What follows belongs to an exercise in optimizing a design on an open flow for small area and a short achievable clock period; a production flow would make more cautious choices.
Where RTL was checked, it was by simulation tests only, not by an equivalence proof against the original.
Only the layout flow was run in run 1; the RTL was not checked for function there.
Power and IR drop assume default switching activity.

==> flow/design.v, too long to show whole: its modules and the start of the top module <==
// module residual_block: 937 lines
// module fa3: 4 lines
// module ha2: 4 lines
module residual_block (
    input clk,
    input rst,
    input start,
    output reg done,
    input  signed [127:0] input_tensor,
    input  [7:0]  conv1_weights_flat,
    input  [7:0]  conv1_bias_flat,
    input  [31:0] conv2_weights_flat,
    input  [7:0]  conv2_bias_flat,
    input  [7:0]  conv3_weights_flat,
    input  [7:0]  conv3_bias_flat,
    input  [7:0]  conv_shortcut_weights_flat,
    input  [7:0]  conv_shortcut_bias_flat,
    output reg signed [71:0] output_tensor
);
  // ...
==> flow/flow/run.sh <==
#!/bin/bash
set -euo pipefail
export BUFFER_PORTS_ARGS="-buffer_cell sky130_fd_sc_hd__buf_1"
bash standard.sh > standard_flow.log 2>&1
==> flow/standard.sh <==
#!/bin/bash
# synth_recipe.tcl (not shown) runs the flow's synth.tcl, then flattens the netlist and writes it again
# the make line also repeats each setting of config.mk as NAME=value (left out here)
make -C /OpenROAD-flow-scripts/flow DESIGN_CONFIG=/design/flow/config.mk WORK_HOME=/design/flow/orfs CLKGATE_MAP_FILE= SYNTH_SCRIPT=/design/flow/synth_recipe.tcl "${@:-finish}"
==> flow/config.mk <==
export PLATFORM = sky130hd
export DESIGN_NAME = residual_block
export DESIGN_NICKNAME = residual_block
export VERILOG_FILES = /design/flow/design.v
export SDC_FILE = /design/flow/constraint.sdc
export NUM_CORES = 4
export LEC_CHECK = 0
export CAP_MARGIN = 20
export CORE_MARGIN = 2
export CORE_UTILIZATION = 40
export SLEW_MARGIN = 20
export SYNTH_HIERARCHICAL = 1
==> flow/constraint.sdc <==
create_clock -name core_clock -period 10.0 [get_ports {clk}]
set_input_delay 2.0000 -clock core_clock [delete_from_list [all_inputs] [get_ports {clk}]]
set_output_delay 2.0000 -clock core_clock [all_outputs]
set_load 0.01 [all_outputs]
==> metrics.md, run 1 <==
| Metric | Value |
|---|---|
| LEAKAGE | 0.00773 uW |
| Buffer count from post-CTS setup fixing | 0 |
| CP bufs+invs | 1 |
| Final wirelength | 47.0 mm |
| Comb power | 5700 uW |
| Max incr delay on CP | ~0.46 ns |
| Final clock-cell share | 0.0537 |
| Largest net degree at the start of global routing | 65 |
| Largest registers | output_tensor x72, Z1 x16 |
| NonClk Buf Share | 0.0550 |
| Crit. End Element | flop |
| Multi-input gates | 1,050 |
| FMAX | ~250 MHz |
| Seq. cell area | between 6000 and 7000 um^2 |
| Outcome | finished clean |
| CTS max path bufs | 3 |
| Fraction of registers with async set/reset | 0.0182 |
| Post-synthesis mux area share | 0.139 |
| Seq/total area | 0.306 |
| Critical path type | flop to flop |
| Synth area leaders | fa_1 (22%), dfxtp_1 (22%), edfxtp_1 (13%) |
| DR DRC count | 0 |
| Clock share of power | 0.138 |
| CP required | 10.47 ns |
| Number of max-cap violations | 0 |
==> inputs of run 2 (changes only) <==
--- a/flow/design.v
+++ b/flow/design.v
@@ -131,29 +131,40 @@
     wire s48, c48;
     fa3 u48 (.a(p25), .b(p29), .c(p32), .s(s48), .co(c48));
     wire s49, c49;
     fa3 u49 (.a(p34), .b(c43), .c(c44), .s(s49), .co(c49));
     wire s50, c50;
     fa3 u50 (.a(s47), .b(s48), .c(c45), .s(s50), .co(c50));
     wire s51, c51;
     fa3 u51 (.a(s49), .b(s50), .c(c46), .s(s51), .co(c51));
-    wire n52 = p8 ^ p15;
-    wire n53 = p21 ^ p26;
-    wire n54 = p30 ^ p33;
-    wire n55 = p35 ^ p36;
-    wire n56 = n52 ^ n53;
-    wire n57 = n54 ^ n55;
-    wire n58 = c47 ^ c48;
-    wire n59 = n56 ^ n57;
-    wire n60 = n58 ^ n59;
-    wire n61 = c49 ^ n60;
-    wire n62 = n61 ^ c50;
+    wire s52;
+    xor2 u52 (.a(p8), .b(p15), .y(s52));
+    wire s53;
+    xor2 u53 (.a(p21), .b(p26), .y(s53));
+    wire s54;
+    xor2 u54 (.a(p30), .b(p33), .y(s54));
+    wire s55;
+    xor2 u55 (.a(p35), .b(p36), .y(s55));
+    wire s56;
+    xor2 u56 (.a(s52), .b(s53), .y(s56));
+    wire s57;
+    xor2 u57 (.a(s54), .b(s55), .y(s57));
+    wire s58;
+    xor2 u58 (.a(c47), .b(c48), .y(s58));
+    wire s59;
+    xor2 u59 (.a(s56), .b(s57), .y(s59));
+    wire s60;
+    xor2 u60 (.a(s58), .b(s59), .y(s60));
+    wire s61;
+    xor2 u61 (.a(c49), .b(s60), .y(s61));
+    wire s62;
+    xor2 u62 (.a(s61), .b(c50), .y(s62));
     reg [9:0] Wr;
-    always @(posedge clk) Wr <= {c51, n62, s51, s46, s42, s39, s37, p9, p2, p1};
+    always @(posedge clk) Wr <= {c51, s62, s51, s46, s42, s39, s37, p9, p2, p1};
     wire p63 = ~(conv3_weights_flat[0] & conv1_bias_flat[0]);
     wire p64 = ~(conv3_weights_flat[0] & conv1_bias_flat[1]);
     wire p65 = ~(conv3_weights_flat[0] & conv1_bias_flat[2]);
     wire p66 = ~(conv3_weights_flat[0] & conv1_bias_flat[3]);
     wire p67 = ~(conv3_weights_flat[0] & conv1_bias_flat[4]);
     wire p68 = ~(conv3_weights_flat[0] & conv1_bias_flat[5]);
     wire p69 = ~(conv3_weights_flat[0] & conv1_bias_flat[6]);
     wire p70 = ~(conv3_weights_flat[0] & conv1_bias_flat[7]);
@@ -202,38 +213,49 @@
     wire s106, c106;
     fa3 u106 (.a(c102), .b(s104), .c(s105), .s(s106), .co(c106));
     wire s107, c107;
     fa3 u107 (.a(p69), .b(p76), .c(p82), .s(s107), .co(c107));
     wire s108, c108;
     fa3 u108 (.a(p87), .b(p91), .c(p94), .s(s108), .co(c108));
     wire s109, c109;
     fa3 u109 (.a(p96), .b(c104), .c(c105), .s(s109), .co(c109));
-    wire n110 = p70 ^ p77;
-    wire n111 = p83 ^ p88;
-    wire n112 = p92 ^ p95;
-    wire n113 = p97 ^ p98;
-    wire n114 = n110 ^ n111;
-    wire n115 = n112 ^ n113;
-    wire n116 = c107 ^ c108;
-    wire n117 = n114 ^ n115;
-    wire n118 = n116 ^ n117;
+    wire s110;
+    xor2 u110 (.a(p70), .b(p77), .y(s110));
+    wire s111;
+    xor2 u111 (.a(p83), .b(p88), .y(s111));
+    wire s112;
+    xor2 u112 (.a(p92), .b(p95), .y(s112));
+    wire s113;
+    xor2 u113 (.a(p97), .b(p98), .y(s113));
+    wire s114;
+    xor2 u114 (.a(s110), .b(s111), .y(s114));
+    wire s115;
+    xor2 u115 (.a(s112), .b(s113), .y(s115));
+    wire s116;
+    xor2 u116 (.a(c107), .b(c108), .y(s116));
+    wire s117;
+    xor2 u117 (.a(s114), .b(s115), .y(s117));
+    wire s118;
+    xor2 u118 (.a(s116), .b(s117), .y(s118));
     reg [15:0] Z1;
-    always @(posedge clk) Z1 <= {n118, c109, s109, c106, s108, s107, s106, c103, s103, c101, s102, s101, s99, p71, p64, p63};
+    always @(posedge clk) Z1 <= {s118, c109, s109, c106, s108, s107, s106, c103, s103, c101, s102, s101, s99, p71, p64, p63};
     wire s119, c119;
     fa3 u119 (.a(Z1[5]), .b(Z1[6]), .c(Z1[7]), .s(s119), .co(c119));
     wire s120, c120;
     fa3 u120 (.a(Z1[8]), .b(Z1[9]), .c(c119), .s(s120), .co(c120));
     wire s121, c121;
     fa3 u121 (.a(Z1[10]), .b(Z1[11]), .c(Z1[12]), .s(s121), .co(c121));
     wire s122, c122;
     fa3 u122 (.a(Z1[13]), .b(s121), .c(c120), .s(s122), .co(c122));
-    wire n123 = Z1[14] ^ Z1[15];
-    wire n124 = n123 ^ c121;
-    wire [7:0] Z_n_a = {n124, s122, s120, s119, Z1[4], Z1[3], Z1[1], Z1[0]};
+    wire s123;
+    xor2 u123 (.a(Z1[14]), .b(Z1[15]), .y(s123));
+    wire s124;
+    xor2 u124 (.a(s123), .b(c121), .y(s124));
+    wire [7:0] Z_n_a = {s124, s122, s120, s119, Z1[4], Z1[3], Z1[1], Z1[0]};
     wire [7:0] Z_n_b = {c122, 1'b0, 1'b0, 1'b0, 1'b0, 1'b0, Z1[2], 1'b0};
     wire [7:0] Z_n = 8'd1 - Z_n_a - Z_n_b;
     wire [7:0] sw_n = WR0 + WR1 + WR2 + WR3;
     always @(posedge clk) begin Zr <= Z_n; swr <= sw_n; end
     wire p125 = ~(X0[0] & WR0[0]);
     wire p126 = ~(X0[0] & WR0[1]);
     wire p127 = ~(X0[0] & WR0[2]);
     wire p128 = ~(X0[0] & WR0[3]);
@@ -485,123 +507,176 @@
     fa3 u321 (.a(s315), .b(s316), .c(s317), .s(s321), .co(c321));
     wire s322, c322;
     fa3 u322 (.a(s318), .b(c302), .c(c303), .s(s322), .co(c322));
     wire s323, c323;
     fa3 u323 (.a(s319), .b(s320), .c(s321), .s(s323), .co(c323));
     wire s324, c324;
     fa3 u324 (.a(c304), .b(c305), .c(s322), .s(s324), .co(c324));
     wire s325, c325;
-    fa3 u325 (.a(s323), .b(c306), .c(s324), .s(s325), .co(c325));
+    fa3 u325 (.a(p131), .b(p138), .c(p144), .s(s325), .co(c325));
     wire s326, c326;
-    fa3 u326 (.a(p131), .b(p138), .c(p144), .s(s326), .co(c326));
+    fa3 u326 (.a(p149), .b(p153), .c(p156), .s(s326), .co(c326));
     wire s327, c327;
-    fa3 u327 (.a(p149), .b(p153), .c(p156), .s(s327), .co(c327));
+    fa3 u327 (.a(p158), .b(p167), .c(p174), .s(s327), .co(c327));
     wire s328, c328;
-    fa3 u328 (.a(p158), .b(p167), .c(p174), .s(s328), .co(c328));
+    fa3 u328 (.a(p180), .b(p185), .c(p189), .s(s328), .co(c328));
     wire s329, c329;
-    fa3 u329 (.a(p180), .b(p185), .c(p189), .s(s329), .co(c329));
+    fa3 u329 (.a(p192), .b(p194), .c(p203), .s(s329), .co(c329));
     wire s330, c330;
-    fa3 u330 (.a(p192), .b(p194), .c(p203), .s(s330), .co(c330));
+    fa3 u330 (.a(p210), .b(p216), .c(p221), .s(s330), .co(c330));
     wire s331, c331;
-    fa3 u331 (.a(p210), .b(p216), .c(p221), .s(s331), .co(c331));
+    fa3 u331 (.a(p225), .b(p228), .c(p230), .s(s331), .co(c331));
     wire s332, c332;
-    fa3 u332 (.a(p225), .b(p228), .c(p230), .s(s332), .co(c332));
+    fa3 u332 (.a(p239), .b(p246), .c(p252), .s(s332), .co(c332));
     wire s333, c333;
-    fa3 u333 (.a(p239), .b(p246), .c(p252), .s(s333), .co(c333));
+    fa3 u333 (.a(p257), .b(p261), .c(p264), .s(s333), .co(c333));
     wire s334, c334;
-    fa3 u334 (.a(p257), .b(p261), .c(p264), .s(s334), .co(c334));
+    fa3 u334 (.a(p266), .b(c307), .c(c308), .s(s334), .co(c334));
     wire s335, c335;
-    fa3 u335 (.a(p266), .b(c307), .c(c308), .s(s335), .co(c335));
+    fa3 u335 (.a(c309), .b(c310), .c(c311), .s(s335), .co(c335));
     wire s336, c336;
-    fa3 u336 (.a(c309), .b(c310), .c(c311), .s(s336), .co(c336));
+    fa3 u336 (.a(c312), .b(c313), .c(c314), .s(s336), .co(c336));
     wire s337, c337;
-    fa3 u337 (.a(c312), .b(c313), .c(c314), .s(s337), .co(c337));
+    fa3 u337 (.a(s325), .b(s326), .c(s327), .s(s337), .co(c337));
     wire s338, c338;
-    fa3 u338 (.a(s326), .b(s327), .c(s328), .s(s338), .co(c338));
+    fa3 u338 (.a(s328), .b(s329), .c(s330), .s(s338), .co(c338));
     wire s339, c339;
-    fa3 u339 (.a(s329), .b(s330), .c(s331), .s(s339), .co(c339));
+    fa3 u339 (.a(s331), .b(s332), .c(s333), .s(s339), .co(c339));
     wire s340, c340;
-    fa3 u340 (.a(s332), .b(s333), .c(s334), .s(s340), .co(c340));
+    fa3 u340 (.a(c315), .b(c316), .c(c317), .s(s340), .co(c340));
     wire s341, c341;
-    fa3 u341 (.a(c315), .b(c316), .c(c317), .s(s341), .co(c341));
+    fa3 u341 (.a(c318), .b(s334), .c(s335), .s(s341), .co(c341));
     wire s342, c342;
-    fa3 u342 (.a(c318), .b(s335), .c(s336), .s(s342), .co(c342));
+    fa3 u342 (.a(s336), .b(s337), .c(s338), .s(s342), .co(c342));
     wire s343, c343;
-    fa3 u343 (.a(s337), .b(s338), .c(s339), .s(s343), .co(c343));
+    fa3 u343 (.a(s339), .b(c319), .c(c320), .s(s343), .co(c343));
     wire s344, c344;
-    fa3 u344 (.a(s340), .b(c319), .c(c320), .s(s344), .co(c344));
+    fa3 u344 (.a(c321), .b(s340), .c(s341), .s(s344), .co(c344));
     wire s345, c345;
-    fa3 u345 (.a(c321), .b(s341), .c(s342), .s(s345), .co(c345));
-    wire s346, c346;
-    fa3 u346 (.a(s343), .b(c322), .c(s344), .s(s346), .co(c346));
-    wire s347, c347;
-    fa3 u347 (.a(c323), .b(s345), .c(c324), .s(s347), .co(c347));
-    wire n348 = p132 ^ p139;
-    wire n349 = p145 ^ p150;
-    wire n350 = p154 ^ p157;
-    wire n351 = p159 ^ p160;
-    wire n352 = p168 ^ p175;
-    wire n353 = p181 ^ p186;
-    wire n354 = p190 ^ p193;
-    wire n355 = p195 ^ p196;
-    wire n356 = p204 ^ p211;
-    wire n357 = p217 ^ p222;
-    wire n358 = p226 ^ p229;
-    wire n359 = p231 ^ p232;
-    wire n360 = p240 ^ p247;
-    wire n361 = p253 ^ p258;
-    wire n362 = p262 ^ p265;
-    wire n363 = p267 ^ p268;
-    wire n364 = n348 ^ n349;
-    wire n365 = n350 ^ n351;
-    wire n366 = n352 ^ n353;
-    wire n367 = n354 ^ n355;
-    wire n368 = n356 ^ n357;
-    wire n369 = n358 ^ n359;
-    wire n370 = n360 ^ n361;
-    wire n371 = n362 ^ n363;
-    wire n372 = c326 ^ c327;
-    wire n373 = c328 ^ c329;
-    wire n374 = c330 ^ c331;
-    wire n375 = c332 ^ c333;
-    wire n376 = c334 ^ n364;
-    wire n377 = n365 ^ n366;
-    wire n378 = n367 ^ n368;
-    wire n379 = n369 ^ n370;
-    wire n380 = n371 ^ n372;
-    wire n381 = n373 ^ n374;
-    wire n382 = n375 ^ n376;
-    wire n383 = n377 ^ n378;
-    wire n384 = n379 ^ c335;
-    wire n385 = c336 ^ c337;
-    wire n386 = n380 ^ n381;
-    wire n387 = n382 ^ n383;
-    wire n388 = c338 ^ c339;
-    wire n389 = c340 ^ n384;
-    wire n390 = n385 ^ n386;
-    wire n391 = n387 ^ n388;
-    wire n392 = n389 ^ n390;
-    wire n393 = c341 ^ c342;
-    wire n394 = n391 ^ c343;
-    wire n395 = n392 ^ n393;
-    wire n396 = n394 ^ c344;
-    wire n397 = n395 ^ c345;
-    wire n398 = n396 ^ n397;
-    wire n399 = c346 ^ n398;
-    reg [12:0] S2;
-    always @(posedge clk) S2 <= {c347, n399, s347, c325, s346, s325, s306, s291, s280, c273, s273, s269, p233};
+    fa3 u345 (.a(s342), .b(c322), .c(s343), .s(s345), .co(c345));
+    wire s346;
+    xor2 u346 (.a(p132), .b(p139), .y(s346));
+    wire s347;
+    xor2 u347 (.a(p145), .b(p150), .y(s347));
+    wire s348;
+    xor2 u348 (.a(p154), .b(p157), .y(s348));
+    wire s349;
+    xor2 u349 (.a(p159), .b(p160), .y(s349));
+    wire s350;
+    xor2 u350 (.a(p168), .b(p175), .y(s350));
+    wire s351;
+    xor2 u351 (.a(p181), .b(p186), .y(s351));
+    wire s352;
+    xor2 u352 (.a(p190), .b(p193), .y(s352));
+    wire s353;
+    xor2 u353 (.a(p195), .b(p196), .y(s353));
+    wire s354;
+    xor2 u354 (.a(p204), .b(p211), .y(s354));
+    wire s355;
+    xor2 u355 (.a(p217), .b(p222), .y(s355));
+    wire s356;
+    xor2 u356 (.a(p226), .b(p229), .y(s356));
+    wire s357;
+    xor2 u357 (.a(p231), .b(p232), .y(s357));
+    wire s358;
+    xor2 u358 (.a(p240), .b(p247), .y(s358));
+    wire s359;
+    xor2 u359 (.a(p253), .b(p258), .y(s359));
+    wire s360;
+    xor2 u360 (.a(p262), .b(p265), .y(s360));
+    wire s361;
+    xor2 u361 (.a(p267), .b(p268), .y(s361));
+    wire s362;
+    xor2 u362 (.a(s346), .b(s347), .y(s362));
+    wire s363;
+    xor2 u363 (.a(s348), .b(s349), .y(s363));
+    wire s364;
+    xor2 u364 (.a(s350), .b(s351), .y(s364));
+    wire s365;
+    xor2 u365 (.a(s352), .b(s353), .y(s365));
+    wire s366;
+    xor2 u366 (.a(s354), .b(s355), .y(s366));
+    wire s367;
+    xor2 u367 (.a(s356), .b(s357), .y(s367));
+    wire s368;
+    xor2 u368 (.a(s358), .b(s359), .y(s368));
+    wire s369;
+    xor2 u369 (.a(s360), .b(s361), .y(s369));
+    wire s370;
+    xor2 u370 (.a(c325), .b(c326), .y(s370));
+    wire s371;
+    xor2 u371 (.a(c327), .b(c328), .y(s371));
+    wire s372;
+    xor2 u372 (.a(c329), .b(c330), .y(s372));
+    wire s373;
+    xor2 u373 (.a(c331), .b(c332), .y(s373));
+    wire s374;
+    xor2 u374 (.a(c333), .b(s362), .y(s374));
+    wire s375;
+    xor2 u375 (.a(s363), .b(s364), .y(s375));
+    wire s376;
+    xor2 u376 (.a(s365), .b(s366), .y(s376));
+    wire s377;
+    xor2 u377 (.a(s367), .b(s368), .y(s377));
+    wire s378;
+    xor2 u378 (.a(s369), .b(s370), .y(s378));
+    wire s379;
+    xor2 u379 (.a(s371), .b(s372), .y(s379));
+    wire s380;
+    xor2 u380 (.a(s373), .b(s374), .y(s380));
+    wire s381;
+    xor2 u381 (.a(s375), .b(s376), .y(s381));
+    wire s382;
+    xor2 u382 (.a(s377), .b(c334), .y(s382));
+    wire s383;
+    xor2 u383 (.a(c335), .b(c336), .y(s383));
+    wire s384;
+    xor2 u384 (.a(s378), .b(s379), .y(s384));
+    wire s385;
+    xor2 u385 (.a(s380), .b(s381), .y(s385));
+    wire s386;
+    xor2 u386 (.a(c337), .b(c338), .y(s386));
+    wire s387;
+    xor2 u387 (.a(c339), .b(s382), .y(s387));
+    wire s388;
+    xor2 u388 (.a(s383), .b(s384), .y(s388));
+    wire s389;
+    xor2 u389 (.a(s385), .b(s386), .y(s389));
+    wire s390;
+    xor2 u390 (.a(s387), .b(s388), .y(s390));
+    wire s391;
+    xor2 u391 (.a(c340), .b(c341), .y(s391));
+    wire s392;
+    xor2 u392 (.a(s389), .b(c342), .y(s392));
+    wire s393;
+    xor2 u393 (.a(s390), .b(s391), .y(s393));
+    wire s394;
+    xor2 u394 (.a(s392), .b(c343), .y(s394));
+    wire s395;
+    xor2 u395 (.a(s393), .b(c344), .y(s395));
+    wire s396;
+    xor2 u396 (.a(s394), .b(s395), .y(s396));
+    reg [15:0] S2;
+    always @(posedge clk) S2 <= {s396, c345, s345, c324, s344, c323, s324, c306, s323, s306, s291, s280, c273, s273, s269, p233};
     reg [7:0] XS;
     wire [3:0] js = (cnt >= 4'd9) ? 4'd8 : cnt - 4'd1;
     always @(posedge clk) XS <= (cnt == 4'd0) ? conv2_bias_flat : input_tensor[js*8 +: 8];
-    wire s400, c400;
-    fa3 u400 (.a(S2[8]), .b(S2[9]), .c(S2[10]), .s(s400), .co(c400));
-    wire n401 = S2[11] ^ S2[12];
-    wire [7:0] S_a = {n401, s400, S2[7], S2[6], S2[5], S2[3], S2[2], S2[0]};
-    wire [7:0] S_b = {c400, 1'b0, 1'b0, 1'b0, 1'b0, S2[4], 1'b0, S2[1]};
+    wire s397, c397;
+    fa3 u397 (.a(S2[7]), .b(S2[8]), .c(S2[9]), .s(s397), .co(c397));
+    wire s398, c398;
+    fa3 u398 (.a(S2[10]), .b(S2[11]), .c(S2[12]), .s(s398), .co(c398));
+    wire s399, c399;
+    fa3 u399 (.a(S2[13]), .b(c397), .c(s398), .s(s399), .co(c399));
+    wire s400;
+    xor2 u400 (.a(S2[14]), .b(S2[15]), .y(s400));
+    wire s401;
+    xor2 u401 (.a(s400), .b(c398), .y(s401));
+    wire [7:0] S_a = {s401, s399, s397, S2[6], S2[5], S2[3], S2[2], S2[0]};
+    wire [7:0] S_b = {c399, 1'b0, 1'b0, 1'b0, 1'b0, S2[4], 1'b0, S2[1]};
     wire [7:0] S = 8'd4 - S_a - S_b;
     wire [7:0] Wv_a = {Wr[8], Wr[7], Wr[6], Wr[5], Wr[4], Wr[3], Wr[1], Wr[0]};
     wire [7:0] Wv_b = {Wr[9], 1'b0, 1'b0, 1'b0, 1'b0, 1'b0, Wr[2], 1'b0};
     wire [7:0] Wv = 8'd1 - Wv_a - Wv_b;
     wire p402 = ~(Wv[0] & S[0]);
     wire p403 = ~(Wv[0] & S[1]);
     wire p404 = ~(Wv[0] & S[2]);
     wire p405 = ~(Wv[0] & S[3]);
@@ -643,292 +718,335 @@
     fa3 u439 (.a(p405), .b(p412), .c(p418), .s(s439), .co(c439));
     wire s440, c440;
     fa3 u440 (.a(p423), .b(c438), .c(s439), .s(s440), .co(c440));
     wire s441, c441;
     fa3 u441 (.a(p406), .b(p413), .c(p419), .s(s441), .co(c441));
     wire s442, c442;
     fa3 u442 (.a(p424), .b(p428), .c(c439), .s(s442), .co(c442));
     wire s443, c443;
-    fa3 u443 (.a(s441), .b(c440), .c(s442), .s(s443), .co(c443));
+    ha2 u443 (.a(s441), .b(c440), .s(s443), .co(c443));
     wire s444, c444;
     fa3 u444 (.a(p407), .b(p414), .c(p420), .s(s444), .co(c444));
     wire s445, c445;
     fa3 u445 (.a(p425), .b(p429), .c(p432), .s(s445), .co(c445));
     wire s446, c446;
     fa3 u446 (.a(c441), .b(s444), .c(s445), .s(s446), .co(c446));
     wire s447, c447;
-    ha2 u447 (.a(c442), .b(s446), .s(s447), .co(c447));
+    fa3 u447 (.a(p408), .b(p415), .c(p421), .s(s447), .co(c447));
     wire s448, c448;
-    fa3 u448 (.a(p408), .b(p415), .c(p421), .s(s448), .co(c448));
+    fa3 u448 (.a(p426), .b(p430), .c(p433), .s(s448), .co(c448));
     wire s449, c449;
-    fa3 u449 (.a(p426), .b(p430), .c(p433), .s(s449), .co(c449));
-    wire s450, c450;
-    fa3 u450 (.a(p435), .b(c444), .c(c445), .s(s450), .co(c450));
-    wire s451, c451;
-    fa3 u451 (.a(s448), .b(s449), .c(c446), .s(s451), .co(c451));
-    wire n452 = p409 ^ p416;
-    wire n453 = p422 ^ p427;
-    wire n454 = p431 ^ p434;
-    wire n455 = p436 ^ p437;
-    wire n456 = n452 ^ n453;
-    wire n457 = n454 ^ n455;
-    wire n458 = c448 ^ c449;
-    wire n459 = n456 ^ n457;
-    wire n460 = n458 ^ n459;
-    wire n461 = c450 ^ n460;
-    reg [12:0] T3;
-    always @(posedge clk) T3 <= {c451, n461, s451, c447, s450, c443, s447, s443, s440, s438, p410, p403, p402};
+    fa3 u449 (.a(p435), .b(c444), .c(c445), .s(s449), .co(c449));
+    wire s450;
+    xor2 u450 (.a(p409), .b(p416), .y(s450));
+    wire s451;
+    xor2 u451 (.a(p422), .b(p427), .y(s451));
+    wire s452;
+    xor2 u452 (.a(p431), .b(p434), .y(s452));
+    wire s453;
+    xor2 u453 (.a(p436), .b(p437), .y(s453));
+    wire s454;
+    xor2 u454 (.a(s450), .b(s451), .y(s454));
+    wire s455;
+    xor2 u455 (.a(s452), .b(s453), .y(s455));
+    wire s456;
+    xor2 u456 (.a(c447), .b(c448), .y(s456));
+    wire s457;
+    xor2 u457 (.a(s454), .b(s455), .y(s457));
+    wire s458;
+    xor2 u458 (.a(s456), .b(s457), .y(s458));
+    reg [15:0] T3;
+    always @(posedge clk) T3 <= {s458, c449, s449, c446, s448, s447, c443, s446, c442, s443, s442, s440, s438, p410, p403, p402};
     wire [7:0] uadd = (cnt == 4'd1) ? conv3_bias_flat : conv_shortcut_bias_flat;
-    wire p462 = ~(wsr[0] & XS[0]);
-    wire p463 = ~(wsr[0] & XS[1]);
-    wire p464 = ~(wsr[0] & XS[2]);
-    wire p465 = ~(wsr[0] & XS[3]);
-    wire p466 = ~(wsr[0] & XS[4]);
-    wire p467 = ~(wsr[0] & XS[5]);
-    wire p468 = ~(wsr[0] & XS[6]);
-    wire p469 = ~(wsr[0] & XS[7]);
-    wire p470 = ~(wsr[1] & XS[0]);
-    wire p471 = ~(wsr[1] & XS[1]);
-    wire p472 = ~(wsr[1] & XS[2]);
-    wire p473 = ~(wsr[1] & XS[3]);
-    wire p474 = ~(wsr[1] & XS[4]);
-    wire p475 = ~(wsr[1] & XS[5]);
-    wire p476 = ~(wsr[1] & XS[6]);
-    wire p477 = ~(wsr[2] & XS[0]);
-    wire p478 = ~(wsr[2] & XS[1]);
-    wire p479 = ~(wsr[2] & XS[2]);
-    wire p480 = ~(wsr[2] & XS[3]);
-    wire p481 = ~(wsr[2] & XS[4]);
-    wire p482 = ~(wsr[2] & XS[5]);
-    wire p483 = ~(wsr[3] & XS[0]);
-    wire p484 = ~(wsr[3] & XS[1]);
-    wire p485 = ~(wsr[3] & XS[2]);
-    wire p486 = ~(wsr[3] & XS[3]);
-    wire p487 = ~(wsr[3] & XS[4]);
-    wire p488 = ~(wsr[4] & XS[0]);
-    wire p489 = ~(wsr[4] & XS[1]);
-    wire p490 = ~(wsr[4] & XS[2]);
-    wire p491 = ~(wsr[4] & XS[3]);
-    wire p492 = ~(wsr[5] & XS[0]);
-    wire p493 = ~(wsr[5] & XS[1]);
-    wire p494 = ~(wsr[5] & XS[2]);
-    wire p495 = ~(wsr[6] & XS[0]);
-    wire p496 = ~(wsr[6] & XS[1]);
-    wire p497 = ~(wsr[7] & XS[0]);
-    wire n498 = ~uadd[0];
-    wire n499 = ~uadd[1];
-    wire n500 = ~uadd[2];
-    wire n501 = ~uadd[3];
-    wire n502 = ~uadd[4];
-    wire n503 = ~uadd[5];
-    wire n504 = ~uadd[6];
-    wire n505 = ~uadd[7];
+    wire p459 = ~(wsr[0] & XS[0]);
+    wire p460 = ~(wsr[0] & XS[1]);
+    wire p461 = ~(wsr[0] & XS[2]);
+    wire p462 = ~(wsr[0] & XS[3]);
+    wire p463 = ~(wsr[0] & XS[4]);
+    wire p464 = ~(wsr[0] & XS[5]);
+    wire p465 = ~(wsr[0] & XS[6]);
+    wire p466 = ~(wsr[0] & XS[7]);
+    wire p467 = ~(wsr[1] & XS[0]);
+    wire p468 = ~(wsr[1] & XS[1]);
+    wire p469 = ~(wsr[1] & XS[2]);
+    wire p470 = ~(wsr[1] & XS[3]);
+    wire p471 = ~(wsr[1] & XS[4]);
+    wire p472 = ~(wsr[1] & XS[5]);
+    wire p473 = ~(wsr[1] & XS[6]);
+    wire p474 = ~(wsr[2] & XS[0]);
+    wire p475 = ~(wsr[2] & XS[1]);
+    wire p476 = ~(wsr[2] & XS[2]);
+    wire p477 = ~(wsr[2] & XS[3]);
+    wire p478 = ~(wsr[2] & XS[4]);
+    wire p479 = ~(wsr[2] & XS[5]);
+    wire p480 = ~(wsr[3] & XS[0]);
+    wire p481 = ~(wsr[3] & XS[1]);
+    wire p482 = ~(wsr[3] & XS[2]);
+    wire p483 = ~(wsr[3] & XS[3]);
+    wire p484 = ~(wsr[3] & XS[4]);
+    wire p485 = ~(wsr[4] & XS[0]);
+    wire p486 = ~(wsr[4] & XS[1]);
+    wire p487 = ~(wsr[4] & XS[2]);
+    wire p488 = ~(wsr[4] & XS[3]);
+    wire p489 = ~(wsr[5] & XS[0]);
+    wire p490 = ~(wsr[5] & XS[1]);
+    wire p491 = ~(wsr[5] & XS[2]);
+    wire p492 = ~(wsr[6] & XS[0]);
+    wire p493 = ~(wsr[6] & XS[1]);
+    wire p494 = ~(wsr[7] & XS[0]);
+    wire n495 = ~uadd[0];
+    wire n496 = ~uadd[1];
+    wire n497 = ~uadd[2];
+    wire n498 = ~uadd[3];
+    wire n499 = ~uadd[4];
+    wire n500 = ~uadd[5];
+    wire n501 = ~uadd[6];
+    wire n502 = ~uadd[7];
+    wire s503, c503;
+    fa3 u503 (.a(p460), .b(p467), .c(n496), .s(s503), .co(c503));
+    wire s504, c504;
+    fa3 u504 (.a(p461), .b(p468), .c(p474), .s(s504), .co(c504));
+    wire s505, c505;
+    ha2 u505 (.a(s504), .b(n497), .s(s505), .co(c505));
     wire s506, c506;
-    fa3 u506 (.a(p463), .b(p470), .c(n499), .s(s506), .co(c506));
+    fa3 u506 (.a(p462), .b(p469), .c(p475), .s(s506), .co(c506));
     wire s507, c507;
-    fa3 u507 (.a(p464), .b(p471), .c(p477), .s(s507), .co(c507));
+    fa3 u507 (.a(p480), .b(c504), .c(s506), .s(s507), .co(c507));
     wire s508, c508;
-    ha2 u508 (.a(s507), .b(n500), .s(s508), .co(c508));
+    fa3 u508 (.a(s507), .b(n498), .c(c505), .s(s508), .co(c508));
     wire s509, c509;
-    fa3 u509 (.a(p465), .b(p472), .c(p478), .s(s509), .co(c509));
+    fa3 u509 (.a(p463), .b(p470), .c(p476), .s(s509), .co(c509));
     wire s510, c510;
-    fa3 u510 (.a(p483), .b(c507), .c(s509), .s(s510), .co(c510));
+    fa3 u510 (.a(p481), .b(p485), .c(c506), .s(s510), .co(c510));
     wire s511, c511;
-    fa3 u511 (.a(s510), .b(n501), .c(c508), .s(s511), .co(c511));
+    fa3 u511 (.a(s509), .b(c507), .c(s510), .s(s511), .co(c511));
     wire s512, c512;
-    fa3 u512 (.a(p466), .b(p473), .c(p479), .s(s512), .co(c512));
+    ha2 u512 (.a(s511), .b(n499), .s(s512), .co(c512));
     wire s513, c513;
-    fa3 u513 (.a(p484), .b(p488), .c(c509), .s(s513), .co(c513));
+    fa3 u513 (.a(p464), .b(p471), .c(p477), .s(s513), .co(c513));
     wire s514, c514;
-    fa3 u514 (.a(s512), .b(c510), .c(s513), .s(s514), .co(c514));
+    fa3 u514 (.a(p482), .b(p486), .c(p489), .s(s514), .co(c514));
     wire s515, c515;
-    ha2 u515 (.a(s514), .b(n502), .s(s515), .co(c515));
+    fa3 u515 (.a(c509), .b(s513), .c(s514), .s(s515), .co(c515));
     wire s516, c516;
-    fa3 u516 (.a(p467), .b(p474), .c(p480), .s(s516), .co(c516));
+    fa3 u516 (.a(c510), .b(s515), .c(c511), .s(s516), .co(c516));
     wire s517, c517;
-    fa3 u517 (.a(p485), .b(p489), .c(p492), .s(s517), .co(c517));
+    fa3 u517 (.a(s516), .b(n500), .c(c512), .s(s517), .co(c517));
     wire s518, c518;
-    fa3 u518 (.a(c512), .b(s516), .c(s517), .s(s518), .co(c518));
+    fa3 u518 (.a(p465), .b(p472), .c(p478), .s(s518), .co(c518));
     wire s519, c519;
-    fa3 u519 (.a(c513), .b(s518), .c(c514), .s(s519), .co(c519));
+    fa3 u519 (.a(p483), .b(p487), .c(p490), .s(s519), .co(c519));
     wire s520, c520;
-    fa3 u520 (.a(s519), .b(n503), .c(c515), .s(s520), .co(c520));
+    fa3 u520 (.a(p492), .b(c513), .c(c514), .s(s520), .co(c520));
     wire s521, c521;
-    fa3 u521 (.a(p468), .b(p475), .c(p481), .s(s521), .co(c521));
+    fa3 u521 (.a(s518), .b(s519), .c(c515), .s(s521), .co(c521));
     wire s522, c522;
-    fa3 u522 (.a(p486), .b(p490), .c(p493), .s(s522), .co(c522));
+    fa3 u522 (.a(s520), .b(s521), .c(c516), .s(s522), .co(c522));
     wire s523, c523;
-    fa3 u523 (.a(p495), .b(c516), .c(c517), .s(s523), .co(c523));
-    wire s524, c524;
-    fa3 u524 (.a(s521), .b(s522), .c(c518), .s(s524), .co(c524));
-    wire s525, c525;
-    fa3 u525 (.a(s523), .b(s524), .c(c519), .s(s525), .co(c525));
-    wire s526, c526;
-    ha2 u526 (.a(n504), .b(s525), .s(s526), .co(c526));
-    wire n527 = p469 ^ p476;
-    wire n528 = p482 ^ p487;
-    wire n529 = p491 ^ p494;
-    wire n530 = p496 ^ p497;
-    wire n531 = n527 ^ n528;
-    wire n532 = n529 ^ n530;
-    wire n533 = c521 ^ c522;
-    wire n534 = n531 ^ n532;
-    wire n535 = n533 ^ n534;
-    wire n536 = c523 ^ n535;
-    wire n537 = n536 ^ c524;
-    wire n538 = n537 ^ n505;
-    wire n539 = c525 ^ n538;
+    ha2 u523 (.a(n501), .b(s522), .s(s523), .co(c523));
+    wire s524;
+    xor2 u524 (.a(p466), .b(p473), .y(s524));
+    wire s525;
+    xor2 u525 (.a(p479), .b(p484), .y(s525));
+    wire s526;
+    xor2 u526 (.a(p488), .b(p491), .y(s526));
+    wire s527;
+    xor2 u527 (.a(p493), .b(p494), .y(s527));
+    wire s528;
+    xor2 u528 (.a(s524), .b(s525), .y(s528));
+    wire s529;
+    xor2 u529 (.a(s526), .b(s527), .y(s529));
+    wire s530;
+    xor2 u530 (.a(c518), .b(c519), .y(s530));
+    wire s531;
+    xor2 u531 (.a(s528), .b(s529), .y(s531));
+    wire s532;
+    xor2 u532 (.a(s530), .b(s531), .y(s532));
+    wire s533;
+    xor2 u533 (.a(c520), .b(s532), .y(s533));
+    wire s534;
+    xor2 u534 (.a(s533), .b(c521), .y(s534));
+    wire s535;
+    xor2 u535 (.a(s534), .b(n502), .y(s535));
+    wire s536;
+    xor2 u536 (.a(c522), .b(s535), .y(s536));
     reg [12:0] U3;
-    always @(posedge clk) U3 <= {n539, c526, c520, s526, s520, c511, s515, s511, c506, s508, s506, n498, p462};
-    wire p540 = ~(Zr[0] & swr[0]);
-    wire p541 = ~(Zr[0] & swr[1]);
-    wire p542 = ~(Zr[0] & swr[2]);
-    wire p543 = ~(Zr[0] & swr[3]);
-    wire p544 = ~(Zr[0] & swr[4]);
-    wire p545 = ~(Zr[0] & swr[5]);
-    wire p546 = ~(Zr[0] & swr[6]);
-    wire p547 = ~(Zr[0] & swr[7]);
-    wire p548 = ~(Zr[1] & swr[0]);
-    wire p549 = ~(Zr[1] & swr[1]);
-    wire p550 = ~(Zr[1] & swr[2]);
-    wire p551 = ~(Zr[1] & swr[3]);
-    wire p552 = ~(Zr[1] & swr[4]);
-    wire p553 = ~(Zr[1] & swr[5]);
-    wire p554 = ~(Zr[1] & swr[6]);
-    wire p555 = ~(Zr[2] & swr[0]);
-    wire p556 = ~(Zr[2] & swr[1]);
-    wire p557 = ~(Zr[2] & swr[2]);
-    wire p558 = ~(Zr[2] & swr[3]);
-    wire p559 = ~(Zr[2] & swr[4]);
-    wire p560 = ~(Zr[2] & swr[5]);
-    wire p561 = ~(Zr[3] & swr[0]);
-    wire p562 = ~(Zr[3] & swr[1]);
-    wire p563 = ~(Zr[3] & swr[2]);
-    wire p564 = ~(Zr[3] & swr[3]);
-    wire p565 = ~(Zr[3] & swr[4]);
-    wire p566 = ~(Zr[4] & swr[0]);
-    wire p567 = ~(Zr[4] & swr[1]);
-    wire p568 = ~(Zr[4] & swr[2]);
-    wire p569 = ~(Zr[4] & swr[3]);
-    wire p570 = ~(Zr[5] & swr[0]);
-    wire p571 = ~(Zr[5] & swr[1]);
-    wire p572 = ~(Zr[5] & swr[2]);
-    wire p573 = ~(Zr[6] & swr[0]);
-    wire p574 = ~(Zr[6] & swr[1]);
-    wire p575 = ~(Zr[7] & swr[0]);
+    always @(posedge clk) U3 <= {s536, c523, c517, s523, s517, c508, s512, s508, c503, s505, s503, n495, p459};
+    wire p537 = ~(Zr[0] & swr[0]);
+    wire p538 = ~(Zr[0] & swr[1]);
+    wire p539 = ~(Zr[0] & swr[2]);
+    wire p540 = ~(Zr[0] & swr[3]);
+    wire p541 = ~(Zr[0] & swr[4]);
+    wire p542 = ~(Zr[0] & swr[5]);
+    wire p543 = ~(Zr[0] & swr[6]);
+    wire p544 = ~(Zr[0] & swr[7]);
+    wire p545 = ~(Zr[1] & swr[0]);
+    wire p546 = ~(Zr[1] & swr[1]);
+    wire p547 = ~(Zr[1] & swr[2]);
+    wire p548 = ~(Zr[1] & swr[3]);
+    wire p549 = ~(Zr[1] & swr[4]);
+    wire p550 = ~(Zr[1] & swr[5]);
+    wire p551 = ~(Zr[1] & swr[6]);
+    wire p552 = ~(Zr[2] & swr[0]);
+    wire p553 = ~(Zr[2] & swr[1]);
+    wire p554 = ~(Zr[2] & swr[2]);
+    wire p555 = ~(Zr[2] & swr[3]);
+    wire p556 = ~(Zr[2] & swr[4]);
+    wire p557 = ~(Zr[2] & swr[5]);
+    wire p558 = ~(Zr[3] & swr[0]);
+    wire p559 = ~(Zr[3] & swr[1]);
+    wire p560 = ~(Zr[3] & swr[2]);
+    wire p561 = ~(Zr[3] & swr[3]);
+    wire p562 = ~(Zr[3] & swr[4]);
+    wire p563 = ~(Zr[4] & swr[0]);
+    wire p564 = ~(Zr[4] & swr[1]);
+    wire p565 = ~(Zr[4] & swr[2]);
+    wire p566 = ~(Zr[4] & swr[3]);
+    wire p567 = ~(Zr[5] & swr[0]);
+    wire p568 = ~(Zr[5] & swr[1]);
+    wire p569 = ~(Zr[5] & swr[2]);
+    wire p570 = ~(Zr[6] & swr[0]);
+    wire p571 = ~(Zr[6] & swr[1]);
+    wire p572 = ~(Zr[7] & swr[0]);
+    wire s573, c573;
+    fa3 u573 (.a(U3[0]), .b(U3[1]), .c(p537), .s(s573), .co(c573));
+    wire s574, c574;
+    fa3 u574 (.a(U3[2]), .b(p538), .c(p545), .s(s574), .co(c574));
+    wire s575, c575;
+    fa3 u575 (.a(U3[3]), .b(U3[4]), .c(p539), .s(s575), .co(c575));
     wire s576, c576;
-    fa3 u576 (.a(U3[0]), .b(U3[1]), .c(p540), .s(s576), .co(c576));
+    fa3 u576 (.a(p546), .b(p552), .c(c574), .s(s576), .co(c576));
     wire s577, c577;
-    fa3 u577 (.a(U3[2]), .b(p541), .c(p548), .s(s577), .co(c577));
+    fa3 u577 (.a(U3[5]), .b(p540), .c(p547), .s(s577), .co(c577));
     wire s578, c578;
-    fa3 u578 (.a(U3[3]), .b(U3[4]), .c(p542), .s(s578), .co(c578));
+    fa3 u578 (.a(p553), .b(p558), .c(c575), .s(s578), .co(c578));
     wire s579, c579;
-    fa3 u579 (.a(p549), .b(p555), .c(c577), .s(s579), .co(c579));
+    fa3 u579 (.a(s577), .b(c576), .c(s578), .s(s579), .co(c579));
     wire s580, c580;
-    fa3 u580 (.a(U3[5]), .b(p543), .c(p550), .s(s580), .co(c580));
+    fa3 u580 (.a(U3[6]), .b(U3[7]), .c(p541), .s(s580), .co(c580));
     wire s581, c581;
-    fa3 u581 (.a(p556), .b(p561), .c(c578), .s(s581), .co(c581));
+    fa3 u581 (.a(p548), .b(p554), .c(p559), .s(s581), .co(c581));
     wire s582, c582;
-    fa3 u582 (.a(s580), .b(c579), .c(s581), .s(s582), .co(c582));
+    fa3 u582 (.a(p563), .b(c577), .c(s580), .s(s582), .co(c582));
     wire s583, c583;
-    fa3 u583 (.a(U3[6]), .b(U3[7]), .c(p544), .s(s583), .co(c583));
+    fa3 u583 (.a(s581), .b(c578), .c(s582), .s(s583), .co(c583));
     wire s584, c584;
-    fa3 u584 (.a(p551), .b(p557), .c(p562), .s(s584), .co(c584));
+    fa3 u584 (.a(U3[8]), .b(p542), .c(p549), .s(s584), .co(c584));
     wire s585, c585;
-    fa3 u585 (.a(p566), .b(c580), .c(s583), .s(s585), .co(c585));
+    fa3 u585 (.a(p555), .b(p560), .c(p564), .s(s585), .co(c585));
     wire s586, c586;
-    fa3 u586 (.a(s584), .b(c581), .c(s585), .s(s586), .co(c586));
+    fa3 u586 (.a(p567), .b(c580), .c(c581), .s(s586), .co(c586));
     wire s587, c587;
-    fa3 u587 (.a(U3[8]), .b(p545), .c(p552), .s(s587), .co(c587));
+    fa3 u587 (.a(s584), .b(s585), .c(c582), .s(s587), .co(c587));
     wire s588, c588;
-    fa3 u588 (.a(p558), .b(p563), .c(p567), .s(s588), .co(c588));
+    fa3 u588 (.a(s586), .b(c583), .c(s587), .s(s588), .co(c588));
     wire s589, c589;
-    fa3 u589 (.a(p570), .b(c583), .c(c584), .s(s589), .co(c589));
+    fa3 u589 (.a(U3[9]), .b(U3[10]), .c(p543), .s(s589), .co(c589));
     wire s590, c590;
-    fa3 u590 (.a(s587), .b(s588), .c(c585), .s(s590), .co(c590));
+    fa3 u590 (.a(p550), .b(p556), .c(p561), .s(s590), .co(c590));
     wire s591, c591;
-    fa3 u591 (.a(s589), .b(c586), .c(s590), .s(s591), .co(c591));
+    fa3 u591 (.a(p565), .b(p568), .c(p570), .s(s591), .co(c591));
     wire s592, c592;
-    fa3 u592 (.a(U3[9]), .b(U3[10]), .c(p546), .s(s592), .co(c592));
+    fa3 u592 (.a(c584), .b(c585), .c(s589), .s(s592), .co(c592));
     wire s593, c593;
-    fa3 u593 (.a(p553), .b(p559), .c(p564), .s(s593), .co(c593));
+    fa3 u593 (.a(s590), .b(s591), .c(c586), .s(s593), .co(c593));
     wire s594, c594;
-    fa3 u594 (.a(p568), .b(p571), .c(p573), .s(s594), .co(c594));
-    wire s595, c595;
-    fa3 u595 (.a(c587), .b(c588), .c(s592), .s(s595), .co(c595));
-    wire s596, c596;
-    fa3 u596 (.a(s593), .b(s594), .c(c589), .s(s596), .co(c596));
-    wire s597, c597;
-    fa3 u597 (.a(s595), .b(c590), .c(s596), .s(s597), .co(c597));
-    wire n598 = U3[11] ^ U3[12];
-    wire n599 = p547 ^ p554;
-    wire n600 = p560 ^ p565;
-    wire n601 = p569 ^ p572;
-    wire n602 = p574 ^ p575;
-    wire n603 = n598 ^ n599;
-    wire n604 = n600 ^ n601;
-    wire n605 = n602 ^ c592;
-    wire n606 = c593 ^ c594;
-    wire n607 = n603 ^ n604;
-    wire n608 = n605 ^ n606;
-    wire n609 = n607 ^ n608;
-    wire n610 = c595 ^ n609;
-    wire n611 = c596 ^ n610;
+    fa3 u594 (.a(s592), .b(c587), .c(s593), .s(s594), .co(c594));
+    wire s595;
+    xor2 u595 (.a(U3[11]), .b(U3[12]), .y(s595));
+    wire s596;
+    xor2 u596 (.a(p544), .b(p551), .y(s596));
+    wire s597;
+    xor2 u597 (.a(p557), .b(p562), .y(s597));
+    wire s598;
+    xor2 u598 (.a(p566), .b(p569), .y(s598));
+    wire s599;
+    xor2 u599 (.a(p571), .b(p572), .y(s599));
+    wire s600;
+    xor2 u600 (.a(s595), .b(s596), .y(s600));
+    wire s601;
+    xor2 u601 (.a(s597), .b(s598), .y(s601));
+    wire s602;
+    xor2 u602 (.a(s599), .b(c589), .y(s602));
+    wire s603;
+    xor2 u603 (.a(c590), .b(c591), .y(s603));
+    wire s604;
+    xor2 u604 (.a(s600), .b(s601), .y(s604));
+    wire s605;
+    xor2 u605 (.a(s602), .b(s603), .y(s605));
+    wire s606;
+    xor2 u606 (.a(s604), .b(s605), .y(s606));
+    wire s607;
+    xor2 u607 (.a(c592), .b(s606), .y(s607));
+    wire s608;
+    xor2 u608 (.a(c593), .b(s607), .y(s608));
     reg [12:0] Cp;
-    always @(posedge clk) if (cnt == 4'd2) Cp <= {c597, n611, s597, c591, s591, s586, c582, s582, s579, s578, s577, c576, s576};
+    always @(posedge clk) if (cnt == 4'd2) Cp <= {c594, s608, s594, c588, s588, s583, c579, s579, s576, s575, s574, c573, s573};
+    wire s609, c609;
+    fa3 u609 (.a(T3[1]), .b(T3[2]), .c(Cp[1]), .s(s609), .co(c609));
+    wire s610, c610;
+    fa3 u610 (.a(T3[3]), .b(Cp[3]), .c(Cp[4]), .s(s610), .co(c610));
+    wire s611, c611;
+    fa3 u611 (.a(T3[4]), .b(Cp[5]), .c(c610), .s(s611), .co(c611));
     wire s612, c612;
-    fa3 u612 (.a(T3[1]), .b(T3[2]), .c(Cp[1]), .s(s612), .co(c612));
+    fa3 u612 (.a(T3[5]), .b(T3[6]), .c(Cp[6]), .s(s612), .co(c612));
     wire s613, c613;
-    fa3 u613 (.a(T3[3]), .b(Cp[3]), .c(Cp[4]), .s(s613), .co(c613));
+    fa3 u613 (.a(Cp[7]), .b(s612), .c(c611), .s(s613), .co(c613));
     wire s614, c614;
-    fa3 u614 (.a(T3[4]), .b(Cp[5]), .c(c613), .s(s614), .co(c614));
+    fa3 u614 (.a(T3[7]), .b(T3[8]), .c(T3[9]), .s(s614), .co(c614));
     wire s615, c615;
-    fa3 u615 (.a(T3[5]), .b(Cp[6]), .c(Cp[7]), .s(s615), .co(c615));
+    fa3 u615 (.a(Cp[8]), .b(c612), .c(s614), .s(s615), .co(c615));
     wire s616, c616;
-    fa3 u616 (.a(T3[6]), .b(T3[7]), .c(Cp[8]), .s(s616), .co(c616));
+    fa3 u616 (.a(T3[10]), .b(T3[11]), .c(T3[12]), .s(s616), .co(c616));
     wire s617, c617;
-    fa3 u617 (.a(T3[8]), .b(T3[9]), .c(T3[10]), .s(s617), .co(c617));
+    fa3 u617 (.a(T3[13]), .b(Cp[9]), .c(Cp[10]), .s(s617), .co(c617));
     wire s618, c618;
-    fa3 u618 (.a(Cp[9]), .b(Cp[10]), .c(c616), .s(s618), .co(c618));
-    wire n619 = T3[11] ^ T3[12];
-    wire n620 = Cp[11] ^ Cp[12];
-    wire n621 = n619 ^ n620;
-    wire n622 = c617 ^ n621;
-    wire s623, c623;
-    fa3 u623 (.a(T3[0]), .b(Cp[0]), .c(U3[0]), .s(s623), .co(c623));
+    fa3 u618 (.a(c614), .b(s616), .c(s617), .s(s618), .co(c618));
+    wire s619;
+    xor2 u619 (.a(T3[14]), .b(T3[15]), .y(s619));
+    wire s620;
+    xor2 u620 (.a(Cp[11]), .b(Cp[12]), .y(s620));
+    wire s621;
+    xor2 u621 (.a(s619), .b(s620), .y(s621));
+    wire s622;
+    xor2 u622 (.a(c616), .b(c617), .y(s622));
+    wire s623;
+    xor2 u623 (.a(s621), .b(s622), .y(s623));
     wire s624, c624;
-    fa3 u624 (.a(Cp[2]), .b(U3[2]), .c(c623), .s(s624), .co(c624));
+    fa3 u624 (.a(T3[0]), .b(Cp[0]), .c(U3[0]), .s(s624), .co(c624));
     wire s625, c625;
-    fa3 u625 (.a(U3[3]), .b(U3[4]), .c(c612), .s(s625), .co(c625));
+    fa3 u625 (.a(Cp[2]), .b(U3[2]), .c(c624), .s(s625), .co(c625));
     wire s626, c626;
-    fa3 u626 (.a(s613), .b(c624), .c(s625), .s(s626), .co(c626));
+    fa3 u626 (.a(U3[3]), .b(U3[4]), .c(c609), .s(s626), .co(c626));
     wire s627, c627;
-    fa3 u627 (.a(U3[5]), .b(c625), .c(s614), .s(s627), .co(c627));
+    fa3 u627 (.a(s610), .b(c625), .c(s626), .s(s627), .co(c627));
     wire s628, c628;
-    fa3 u628 (.a(U3[6]), .b(U3[7]), .c(s615), .s(s628), .co(c628));
+    fa3 u628 (.a(U3[5]), .b(c626), .c(s611), .s(s628), .co(c628));
     wire s629, c629;
-    fa3 u629 (.a(c614), .b(s628), .c(c627), .s(s629), .co(c629));
+    fa3 u629 (.a(U3[6]), .b(U3[7]), .c(s613), .s(s629), .co(c629));
     wire s630, c630;
-    fa3 u630 (.a(U3[8]), .b(c615), .c(s616), .s(s630), .co(c630));
+    fa3 u630 (.a(U3[8]), .b(s615), .c(c613), .s(s630), .co(c630));
     wire s631, c631;
-    fa3 u631 (.a(c628), .b(s630), .c(c629), .s(s631), .co(c631));
+    fa3 u631 (.a(U3[9]), .b(U3[10]), .c(c615), .s(s631), .co(c631));
     wire s632, c632;
-    fa3 u632 (.a(U3[9]), .b(U3[10]), .c(s617), .s(s632), .co(c632));
-    wire s633, c633;
-    fa3 u633 (.a(s618), .b(c630), .c(s632), .s(s633), .co(c633));
-    wire n634 = U3[11] ^ U3[12];
-    wire n635 = n634 ^ n622;
-    wire n636 = c618 ^ n635;
-    wire n637 = c632 ^ n636;
-    wire [7:0] T_a = {n622, s617, c615, s615, s614, c612, Cp[2], T3[0]};
-    wire [7:0] T_b = {c618, s618, s616, c614, 1'b0, s613, s612, Cp[0]};
+    fa3 u632 (.a(s618), .b(s631), .c(c630), .s(s632), .co(c632));
+    wire s633;
+    xor2 u633 (.a(U3[11]), .b(U3[12]), .y(s633));
+    wire s634;
+    xor2 u634 (.a(s633), .b(s623), .y(s634));
+    wire s635;
+    xor2 u635 (.a(c618), .b(s634), .y(s635));
+    wire s636;
+    xor2 u636 (.a(s635), .b(c631), .y(s636));
+    wire [7:0] T_a = {s623, c615, s615, s613, s611, c609, Cp[2], T3[0]};
+    wire [7:0] T_b = {c618, s618, c613, 1'b0, 1'b0, s610, s609, Cp[0]};
     wire [7:0] T = 8'd2 - T_a - T_b;
-    wire [7:0] TU_a = {n637, s633, s631, s629, c626, s626, s612, U3[1]};
-    wire [7:0] TU_b = {c633, c631, 1'b0, 1'b0, s627, 1'b0, s624, s623};
+    wire [7:0] TU_a = {s636, s632, c629, c628, c627, s627, s609, U3[1]};
+    wire [7:0] TU_b = {c632, 1'b0, s630, s629, s628, 1'b0, s625, s624};
     wire [7:0] TU = 8'd2 - TU_a - TU_b;
     wire [7:0] Um1_a = {U3[11], U3[9], U3[8], U3[6], U3[5], U3[3], U3[2], U3[0]};
     wire [7:0] Um1_b = {U3[12], U3[10], 1'b0, U3[7], 1'b0, U3[4], 1'b0, U3[1]};
     wire [7:0] Um1 = 8'd255 - Um1_a - Um1_b;
     wire [7:0] O = T[7] ? Um1 : TU;
     wire done_n = start && (done || cnt == 4'd11);
     reg shift;
     always @(posedge clk) shift <= !done_n && cnt_n >= 4'd4;
@@ -939,8 +1057,11 @@
 module fa3 (input a, input b, input c, output s, output co);
     assign s  = a ^ b ^ c;
     assign co = (a & b) | (a & c) | (b & c);
 endmodule
 module ha2 (input a, input b, output s, output co);
     assign s  = a ^ b;
     assign co = a & b;
 endmodule
+module xor2 (input a, input b, output y);
+    assign y = a ^ b;
+endmodule
==> flow/flow/run.sh (replaced) <==
#!/bin/bash
set -euo pipefail
export BUFFER_PORTS_ARGS="-buffer_cell sky130_fd_sc_hd__buf_1"
export SETUP_SLACK_MARGIN=6.3
export TNS_END_PERCENT=0
bash standard.sh > standard_flow.log 2>&1
==> run 2 against run 1 <==
  * Worst setup slack better by 0.50 ns
  * Highest routed layer is now met4
  * Critical path depth down 1
  * Area after synthesis up 0.82%
  * Sequential power up 3%
  * Count of clock-buffer cells in the layout unchanged
  * Sequential share of layout area up 0.23 points
  * Clock power about the same
  * Total power down 3.1%
  * Synthesized cell count up 5.1%
  * Still clean on timing, DRC and antenna
  * Sequential cell count up 6
  * Global-route usage up 1.6 points
==> metrics.md, run 2 <==
| Metric | Value |
|---|---|
| Critical path, cell by cell | fa_1 > fa_1 > fa_2 > fa_1 > inv_1 > ha_1 > ha_1 > inv_1 > nor2_1 > nor2_2 > o21ai_0 > xnor2_1 > mux2i_1 (was ha_1 > inv_1 > fa_1 > a21o_1 > a21oi_1 > xnor2_1 > nand2_1 > fa_1 > fa_1 > xnor2_1 > xnor2_1 > xnor2_1 > xnor3_1 > xnor3_1) |
| Maximum VDD drop | 0.000381 V (was 0.000435 V) |
| Crit path DAT | 4.01 ns (was 4.53 ns) |
| Synth area leaders | dfxtp_1 (22%), fa_1 (22%), edfxtp_1 (13%) (was fa_1 (22%), dfxtp_1 (22%), edfxtp_1 (13%)) |
| Hold path depth | 1 (unchanged) |
| Largest net degree at the start of global routing | 65 (unchanged) |
| Clock-pin slew on the worst setup and hold paths | 0.06 ns (about the same) |
| Biggest register | output_tensor (unchanged) |
| Layout cell share with drive strength beyond 1 | 0.0877 (was 0.0940) |
| Max incr delay on CP | 0.58 ns (was 0.46 ns) |
| CTS max path bufs | 3 (unchanged) |
| CP required | 10.46 ns (was 10.47 ns) |
| Max_slew headroom | 0.322 (was 0.285) |
| Core Area | 44,300 um^2 (was 44,100 um^2) |
| Initial Util | 0.405 (was 0.404) |
| Vias in the first global route | 13,576 (was 13,009) |
| R2R Path End | output_tensor[71]$_DFF_P_ (was T3[11]$_DFF_P_) |
| TritonCTS Buffers | 31 (unchanged) |
| Input/output buffers | 291 (unchanged) |
| Antenna Nets Post-Route | 0 (unchanged) |
| 1st-iter DRT viols | 784 (was 704) |
| Crit path time final | 3.56 ns (was 4.06 ns) |
| Area post-placement | 19,600 um^2 (was 19,400 um^2) |
| Die area | 46,600 um^2 (was 46,300 um^2) |
| DR DRC count | 0 (unchanged) |
| FF-to-FF setup slack | 6.44 ns (was 5.94 ns) |
| Worst-skew pair later-pin latency | 0.58 ns (was 0.59 ns) |
| Primary FF master, synth | dfxtp_1 (unchanged) |
| Mapped Area | 18,000 um^2 (was 17,800 um^2) |
| Final setup fails | 0 (unchanged) |
| Chip Height | 216 um (was 215 um) |
| Fraction of registers with async set/reset | 0.0179 (was 0.0182) |
| Synth warn | 7 (unchanged) |
| Die W | 216 um (was 215 um) |
| Clock root cell | clkbuf_16 (unchanged) |
| Synth top cells by count | nand2_1 (384), dfxtp_1 (198), fa_1 (197), xor2_1 (133), inv_1 (104) (was nand2_1 (339), fa_1 (198), dfxtp_1 (192), xnor2_1 (121), inv_1 (99)) |
| Critical path type | flop to flop (unchanged) |
| Cells after DPL | 2,389 (was 2,311) |
| Final wirelength | 51.6 mm (was 47.0 mm) |
| Number of max-cap violations | 0 (unchanged) |
| Number of synthesized flops with an enable pin | 77 (unchanged) |
| Total grt overflow | 0 (unchanged) |
| Top-area cell type share of the netlist area | 0.221 (was 0.222) |
| Most common cell after layout, fill and taps aside | nand2_1 (unchanged) |
| LEAKAGE | 0.00796 uW (was 0.00773 uW) |
| Period utilization | 0.356 (was 0.406) |
| Pins Over Slew Limit | 0 (unchanged) |
| Post-synth cell types | 56 (was 53) |
| Syn Inst Count | 1,556 (was 1,480) |
| Hold EP | Zr[0]$_DFF_P_ (unchanged) |
| Initial antenna violation count | 1 (unchanged) |
| Final TNS setup | 0 ns (unchanged) |
| Hold Path Class | flop to flop (unchanged) |
| Wire per inst | 21.1 um (was 19.8 um) |
| Least-Margin Pin Slew | 1.02 ns (was 1.07 ns) |
| Top-count cell post-synth | nand2_1 (unchanged) |
| Final Hold Vio Count | 0 (unchanged) |
| Slowest-stage cell, CP | fa_2 (was ha_1) |
| Placer Congestion | 0.953 (was 1.00) |
| Fin Clk Skew | 0.0143 ns (was 0.0244 ns) |
| Syn avg cell area | 11.5 um^2 (was 12.0 um^2) |
| Clk sinks | 280 (was 274) |
| Most frequent cells in the layout | nand2_1 (384), buf_1 (291), dfxtp_1 (196), fa_1 (196), xor2_1 (133) (was nand2_1 (339), buf_1 (291), fa_1 (198)) |
| Hpwl dp | 42.4 mm (was 39.5 mm) |
| CP most frequent cell | fa_1 (was xnor2_1) |
| First-pass GRT wire length | 79.1 mm (was 73.5 mm) |
| # fillers | 4,144 (was 4,119) |
| Post-synthesis sequential area ratio | 0.356 (was 0.352) |
| Synth area leader | dfxtp_1 (was fa_1) |
| Boundary pin count | 292 (unchanged) |
| Vias | 12,756 (was 12,102) |
| Largest register FFs | 72 (unchanged) |
| Worst-path fanout max | 3 (was 9) |
| Launching point of the worst reg2reg path | Cp[3]$_DFFE_PN_ (was Wr[2]$_DFF_P_) |
| Total power per unit cell area | 407 nW/um^2 (was 425 nW/um^2) |
| Crit. End Element | flop (unchanged) |
| CTS tree | built (unchanged) |
| FMAX | 281 MHz (was 246 MHz) |
| Initial DRT Pass Iterations | 4 (was 5) |
| Hold_buf cts | 0 (unchanged) |
| Reg2Reg Depth | 13 (was 14) |
| H-tree depth reported by CTS | 1 (unchanged) |
| Cell area after layout | 20,800 um^2 (was 20,500 um^2) |
| Fin nets | 2,313 (was 2,232) |
| Rows | 77 (unchanged) |
| Register bit total from synthesis | 280 (was 274) |
| Via density | 5.20 (was 5.11) |
| Area growth syn-to-layout | 15.6% (was 15.2%) |
| Overall Global Routing Usage | 0.222 (was 0.206) |
| Post-Syn Nets | 2,035 (was 1,960) |
| Fin cells | 2,452 (was 2,369) |
| Outcome | finished clean (unchanged) |
| Unrepaired setup endpoints after global routing | yes (was no) |
| Hold Startpoint | Z1[0]$_DFF_P_ (unchanged) |
| Startpoint Class | flop (unchanged) |
==> run 2: cell count changes after synthesis, sizes merged, moves of 11 or more <==
| cell | change |
|---|---|
| xor2 | +98 |
| nand2 | +45 |
| o211ai | +11 |
| a21oi | -14 |
| xnor2 | -93 |
| mux4 | -17 |
| a32oi | +15 |
==> run 2: what timing repair did <==
action | CTS | global route
resized for setup | 0 | 4
setup buffers | 0 | 4
setup endpoints to repair | 0 | 13
==> run 2: power by group <==
part / switching [uW] / internal (uW)
Clock: 499 / 699
Sequential: 298 / 1580
Combinational: 2830 / 2550
==> run 2: metrics by stage <==
step / hold slack [ns] / power [uW] / utilization / worst slack, ns
floorplan: 0.338 / 6080 / - / 6.56
CTS: 0.365 / 8590 / 0.468 / 6.36
finish: 0.364 / 8450 / 0.469 / 6.44
global route: 0.382 / 9330 / 0.469 / 6.23
global placement: 0.357 / 7210 / 0.443 / 6.42
detailed placement: 0.355 / 7350 / 0.443 / 6.37
==> run 2: area by class of cell <==
| type | count | area (um^2) | area share |
|---|---|---|---|
| diodes | 1 | 2.50 | 0.000120 |
| clock buffers | 38 | 885 | 0.0426 |
| clock inverters | 20 | 229 | 0.0110 |
| inverters | 105 | 398 | 0.0192 |
| multi-input cells | 1114 | 10900 | 0.527 |
| flip-flops and latches | 280 | 6400 | 0.308 |
| well taps | 592 | 741 | 0.0357 |
| repair buffers | 302 | 1170 | 0.0566 |
==> run 2: Yosys stat by module, one instance, submodules excluded <==
module / copies in the design / area [um^2] / cells inside / flip-flops and latches
fa3: 180 / 20.0 / 1 / 0
residual_block: 1 / 13300 / 1252 / 280
xor2: 120 / 8.76 / 1 / 0
ha2: 4 / 12.5 / 1 / 0
==> run 2: cells by family (layout without fill, tap and decap cells) <==
kind of cell,count (synthesis),after routing,synth area share
buf+inv,162,465,0.0358
other cells,0,1,0
compound gates,115,115,0.0444
flops,280,280,0.356
simple gates,460,460,0.105
xor+xnor,164,164,0.0810
mux,115,115,0.114
fa+ha+maj,260,260,0.263
==> run 2: worst max-delay path by stage <==
stage | start | endpoint | slack (ns) | depth (start not counted)
after floorplan | Cp[3]$_DFFE_PN_ | output_tensor[71]$_DFF_P_ | 6.56 | 13
after global placement | conv3_weights_flat[0] | Z1[9]$_DFF_P_ | 6.42 | 4
after CTS | cnt[0]$_DFF_PP0_ | XS[0]$_DFF_P_ | 6.36 | 9
after detailed placement | cnt[0]$_DFF_PP0_ | XS[0]$_DFF_P_ | 6.37 | 9
final | Cp[3]$_DFFE_PN_ | output_tensor[71]$_DFF_P_ | 6.44 | 13
after global routing | Cp[3]$_DFFE_PN_ | output_tensor[71]$_DFF_P_ | 6.23 | 13
==> run 2: worst max-delay path: cells and delay by family, from the launching register on <==
| kind | cells | cell delay, ns |
|---|---|---|
| flip-flops | 1 | 0.39 |
| AND/OR/NAND/NOR | 2 | 0.19 |
| XOR/XNOR | 1 | 0.14 |
| AO/OA/AOI/OAI | 1 | 0.21 |
| adder cells (fa/ha/maj) | 6 | 2.31 |
| buffers and inverters | 2 | 0.12 |
| multiplexers | 1 | 0.08 |
==> run 2: metal layers <==
layer,up-vias,track usage,wire [um]
met5,-,0,0
met1,6294,0.296,21800
met4,0,0.0845,1970
met3,94,0.0359,3750
met2,641,0.366,24100
li1,5727,-,-

static timing again, ports no longer ideal:
In the flow no input, the clock included, has a driving cell. The finished layouts below were timed again as built, in two steps. Step 1: set_driving_cell puts a clkbuf_16 on clk and a buf_2 on each other input, an assumption about the parent block. Step 2 also shifts input and output timing later by t, the mid clock arrival at the registers, as if the neighbouring blocks saw the same clock. a / b / c = ideal ports / drivers / drivers and shift; a / b = the first two.
run | t, ns | setup slack, ns | worst register clock-pin slew, ns
run 1 | 0.641 | 5.941 / 5.941 / 5.941 | 0.07 / 0.07
run 2 | 0.630 | 6.444 / 6.444 / 6.386 | 0.07 / 0.07
After both steps every run listed still meets setup and hold. The setup slack of run 2, which loses most, moves by 0.000 ns with the drivers and by -0.058 ns with both steps.
